From an optimization exercise on the open Yosys and OpenROAD flow, aimed at small area and a short achievable clock period; shortcuts taken in it are not production practice.
Where RTL was checked, it was by simulation tests only, not by an equivalence proof against the original.

// mac
module mac (
    input clk,               
    input rst,               
    input [15:0] a,          
    input [15:0] b,          
    input [31:0] acc_in,     
    output [31:0] acc_out    
);
Settings: LEC_CHECK=0, CAP_MARGIN=20, CORE_MARGIN=2, CORE_UTILIZATION=40, SETUP_SLACK_MARGIN=2.5, SLEW_MARGIN=20; clock period 6.5 ns.
run.sh (not shown) runs the stock make flow with config.mk's settings and CLKGATE_MAP_FILE= SYNTH_SCRIPT=/design/flow/synth_recipe.tcl, a recipe that flattens the netlist after the stock synthesis.
Rerun with:
--- a/flow/config.mk
+++ b/flow/config.mk
@@ -10,3 +10,2 @@
 export CORE_UTILIZATION = 40
-export SETUP_SLACK_MARGIN = 2.5
 export SLEW_MARGIN = 20
What happened: Utilization went down by 3.6 points; synthesized cell count is unchanged; fmax falls by 8.5%; routed wire length came out lower by 3.8%; worst setup slack gets worse by 0.52 ns; synthesized area stays the same.

========
quartz:
Another version of the RTL of mac (not shown whole).
For scale: ~270 flip-flops, roughly 98 I/O pins, about 14000 um2 of cells after synthesis.
export LEC_CHECK = 0
export CAP_MARGIN = 20
export CORE_MARGIN = 2
export CORE_UTILIZATION = 40
export CTS_CLUSTER_DIAMETER = 80
export CTS_CLUSTER_SIZE = 30
export SETUP_SLACK_MARGIN = 4
export SLEW_MARGIN = 20
export SYNTH_HIERARCHICAL = 1
create_clock -name core_clock -period 6.5 [get_ports {clk}]
standard.sh (not shown) runs the stock make flow with config.mk's settings and CLKGATE_MAP_FILE= SYNTH_SCRIPT=/design/flow/synth_recipe.tcl, a recipe that flattens the netlist after the stock synthesis.
==> flow/flow/run.sh <==
#!/bin/bash
# Layout flow: the standard layout (standard.sh), with buf_2 cells as the
# port buffers instead of the default choice. Everything else is unchanged.
set -eo pipefail
export BUFFER_PORTS_ARGS="-buffer_cell sky130_fd_sc_hd__buf_2"
bash standard.sh > standard.log 2>&1
What maple does differently from quartz at the input level:
--- a/flow/config.mk
+++ b/flow/config.mk
@@ -12,3 +12,3 @@
 export CTS_CLUSTER_SIZE = 30
-export SETUP_SLACK_MARGIN = 4
+export SETUP_SLACK_MARGIN = 4.2
 export SLEW_MARGIN = 20
### Flow results
Compared maple vs quartz, and highest attainable clock frequency is up in maple. Compared with quartz, post-route cell area in maple increased slightly. Overall routing resource usage in maple is 0.25 points higher than in quartz.
Function was not checked in any run of this note: the RTL went through the layout flow alone.

========
== old ==
mac, a different RTL version from the one above (not shown whole).
Size: about 1900 cells after synthesis, ~190 flip-flops, about 98 I/O pins, ~16000 um^2 of cells after synthesis.
==> flow/config.mk <==
export PLATFORM = sky130hd
export DESIGN_NAME = mac
export DESIGN_NICKNAME = mac
export VERILOG_FILES = /design/flow/design.v
export SDC_FILE = /design/flow/constraint.sdc
export NUM_CORES = 4
export LEC_CHECK = 0
export CAP_MARGIN = 20
export CORE_MARGIN = 2
export CORE_UTILIZATION = 40
export SETUP_SLACK_MARGIN = 3.5
export SLEW_MARGIN = 20
==> flow/constraint.sdc <==
create_clock -name core_clock -period 6.5 [get_ports {clk}]
set_input_delay 1.3000 -clock core_clock [delete_from_list [all_inputs] [get_ports {clk}]]
set_output_delay 1.3000 -clock core_clock [all_outputs]
set_load 0.01 [all_outputs]
run.sh (not shown) runs the stock make flow with config.mk's settings and CLKGATE_MAP_FILE= SYNTH_SCRIPT=/design/flow/synth_recipe.tcl, a recipe that flattens the netlist after the stock synthesis.
Stock flow here: none of the scripts above is used.
--- input diff old..new ---
- SETUP_SLACK_MARGIN no longer set, was 3.5
--- outcome ---
As far as sequential cell count of the final layout goes, old and new are indistinguishable; the numbers are identical.
Design area (higher): old
Setup WNS old -> new: worse
Sort new and old by multi-input logic portion of the cell area desc -> top: new
Max relative area change from synthesis to final layout across new and old: old
No functional check of the RTL was part of any run of this note.

========
run a:
Another version of the RTL of mac (not shown whole).
For scale: roughly 260 flip-flops, roughly 98 I/O pins, roughly 13,000 sq um of cells after synthesis.
Settings: LEC_CHECK=0, CAP_MARGIN=20, CORE_MARGIN=2, CORE_UTILIZATION=60, CTS_CLUSTER_DIAMETER=80, CTS_CLUSTER_SIZE=30, SETUP_SLACK_MARGIN=4.2, SLEW_MARGIN=20, SYNTH_HIERARCHICAL=1; clock period 6.5 ns.
standard.sh (not shown) runs the stock make flow with config.mk's settings and CLKGATE_MAP_FILE= SYNTH_SCRIPT=/design/flow/synth_recipe.tcl, a recipe that flattens the netlist after the stock synthesis.
Scripts as last shown in full above: flow/flow/run.sh
#### Input delta (run b over run a)
Settings: changing CORE_UTILIZATION from 60 to 50; setting CELL_PAD_IN_SITES_DETAIL_PLACEMENT to 1 for the first time; setting CELL_PAD_IN_SITES_GLOBAL_PLACEMENT to 1 for the first time.
Per the comparison of run b with run a, first-iteration DRC count went down by 471; non-clock buffer count went up.
No functional check of the RTL was part of any run of this note.

========
== run 1 ==
mac, a different RTL version from the one above (not shown whole).
Size in the first run: about 1,200 cells after synthesis.
==> flow/design.v (excerpt) <==
module mac (
    input clk,
    input rst,
    input [15:0] a,
    input [15:0] b,
    input [31:0] acc_in,
    output [31:0] acc_out
);
reg [15:0] ar;
reg [7:0] one_r, two_r, neg_r;
reg b15r;
reg [103:0] t0;
reg [31:0] bs3;          
reg [6:0] bc3;           
reg [2:0] v;             
reg [31:0] t4;           
reg [6:0] g4;            
reg [31:0] s5;           
wire one_d0 = b[0] ^ 1'b0;
wire two_d0 = (b[1] & ~b[0] & ~1'b0) | (~b[1] & b[0] & 1'b0);
wire neg_d0 = b[1];
wire one0 = one_r[0];
wire two0 = two_r[0];
wire neg0 = neg_r[0];
wire one_d1 = b[2] ^ b[1];
wire two_d1 = (b[3] & ~b[2] & ~b[1]) | (~b[3] & b[2] & b[1]);
wire neg_d1 = b[3];
wire one1 = one_r[1];
wire two1 = two_r[1];
wire neg1 = neg_r[1];
wire one_d2 = b[4] ^ b[3];
wire two_d2 = (b[5] & ~b[4] & ~b[3]) | (~b[5] & b[4] & b[3]);
wire neg_d2 = b[5];
wire one2 = one_r[2];
wire two2 = two_r[2];
wire neg2 = neg_r[2];
wire one_d3 = b[6] ^ b[5];
wire two_d3 = (b[7] & ~b[6] & ~b[5]) | (~b[7] & b[6] & b[5]);
wire neg_d3 = b[7];
wire one3 = one_r[3];
wire two3 = two_r[3];
wire neg3 = neg_r[3];
wire one_d4 = b[8] ^ b[7];
wire two_d4 = (b[9] & ~b[8] & ~b[7]) | (~b[9] & b[8] & b[7]);
wire neg_d4 = b[9];
wire one4 = one_r[4];
wire two4 = two_r[4];
wire neg4 = neg_r[4];
wire one_d5 = b[10] ^ b[9];
wire two_d5 = (b[11] & ~b[10] & ~b[9]) | (~b[11] & b[10] & b[9]);
wire neg_d5 = b[11];
wire one5 = one_r[5];
wire two5 = two_r[5];
wire neg5 = neg_r[5];
wire one_d6 = b[12] ^ b[11];
wire two_d6 = (b[13] & ~b[12] & ~b[11]) | (~b[13] & b[12] & b[11]);
wire neg_d6 = b[13];
wire one6 = one_r[6];
wire two6 = two_r[6];
wire neg6 = neg_r[6];
wire one_d7 = b[14] ^ b[13];
wire two_d7 = (b[15] & ~b[14] & ~b[13]) | (~b[15] & b[14] & b[13]);
wire neg_d7 = b[15];
wire one7 = one_r[7];
wire two7 = two_r[7];
wire neg7 = neg_r[7];
wire pp0_0 = (one0 & ar[0]) ^ neg0;
wire pp0_1 = ((one0 & ar[1]) | (two0 & ar[0])) ^ neg0;
wire pp0_2 = ((one0 & ar[2]) | (two0 & ar[1])) ^ neg0;
wire pp0_3 = ((one0 & ar[3]) | (two0 & ar[2])) ^ neg0;
wire pp0_4 = ((one0 & ar[4]) | (two0 & ar[3])) ^ neg0;
wire pp0_5 = ((one0 & ar[5]) | (two0 & ar[4])) ^ neg0;
wire pp0_6 = ((one0 & ar[6]) | (two0 & ar[5])) ^ neg0;
wire pp0_7 = ((one0 & ar[7]) | (two0 & ar[6])) ^ neg0;
wire pp0_8 = ((one0 & ar[8]) | (two0 & ar[7])) ^ neg0;
  ...
export LEC_CHECK = 0
export CAP_MARGIN = 20
export CORE_MARGIN = 2
export CORE_UTILIZATION = 40
export CTS_CLUSTER_DIAMETER = 80
export CTS_CLUSTER_SIZE = 30
export SETUP_SLACK_MARGIN = 4.2
export SLEW_MARGIN = 20
export SYNTH_HIERARCHICAL = 1
create_clock -name core_clock -period 6.5 [get_ports {clk}]
Scripts as last shown in full above: flow/flow/run.sh
Here is what was changed in the inputs of run 2 compared with run 1.
# run 1
export LEC_CHECK = 0
export CAP_MARGIN = 20
export CORE_MARGIN = 2
export CORE_UTILIZATION = 40
export CTS_CLUSTER_DIAMETER = 80
export CTS_CLUSTER_SIZE = 30
export SETUP_SLACK_MARGIN = 4.2
export SLEW_MARGIN = 20
export SYNTH_HIERARCHICAL = 1
create_clock -name core_clock -period 6.5 [get_ports {clk}]
# run 2
export LEC_CHECK = 0
export CAP_MARGIN = 20
export CORE_MARGIN = 2
export CORE_UTILIZATION = 60
export CTS_CLUSTER_DIAMETER = 80
export CTS_CLUSTER_SIZE = 30
export SETUP_SLACK_MARGIN = 4.2
export SLEW_MARGIN = 20
export SYNTH_HIERARCHICAL = 1
create_clock -name core_clock -period 6.5 [get_ports {clk}]
Results
- As far as multi-input gate area in the final layout is concerned, run 1 and run 2 perform about the same.
- Relative to run 1, the final cell area reported for run 2 is lower.
- Against run 1, routed via count in run 2 rose slightly.
- On wire length of the first global-routing pass, run 1 loses to run 2.
- Changes observed in run 2 relative to run 1: iteration count of the initial detailed-routing pass went down; fmax rose by 3.3 MHz; number of storage elements in the synthesis netlist comparable.
- Run 2 against run 1: die height decreased about 18%, area growth from synthesis to layout decreased 1.5 points, clock network area share essentially unchanged.

==> static timing again, ports no longer ideal <==
Ports are ideal in the flow. The routed layouts listed here were re-timed in OpenROAD.
Step 1: set_driving_cell puts a clkbuf_16 on clk and a buf_2 on each other input, an assumption about the parent block.
Step 2 moves the port delays by t, midway between the first and last clock arrival at a register: inputs arrive t later, outputs are due t later. That takes back most of the time a late clock gives input paths.
Three values: ideal, step 1, step 2; two values: the first two.
run	t (ns)	slack for setup (ns)	latest minus earliest clock arrival (ns)	cell pins on the clock port's net
the first run of note 1	0.490	0.930 / 0.930 / 0.930	0.012 / 0.012	1
the second run of note 1	0.489	0.413 / 0.413 / 0.413	0.015 / 0.015	1
quartz	0.541	4.069 / 4.069 / 3.820	0.025 / 0.026	1
maple	0.540	4.194 / 4.147 / 3.911	0.025 / 0.025	1
old	0.520	3.265 / 3.265 / 2.986	0.013 / 0.013	1
new	0.514	2.479 / 2.479 / 2.264	0.014 / 0.015	1
run a	0.526	4.136 / 4.136 / 3.695	0.020 / 0.021	1
run b	0.542	4.146 / 4.143 / 3.707	0.026 / 0.025	1
run 1	0.542	4.183 / 4.137 / 3.922	0.019 / 0.019	1
run 2	0.536	4.200 / 4.171 / 3.916	0.029 / 0.029	1
After both steps every run listed still meets setup and hold. For run a, which loses most, drivers alone change the setup slack by 0.000 ns; drivers and shift together by -0.441 ns.
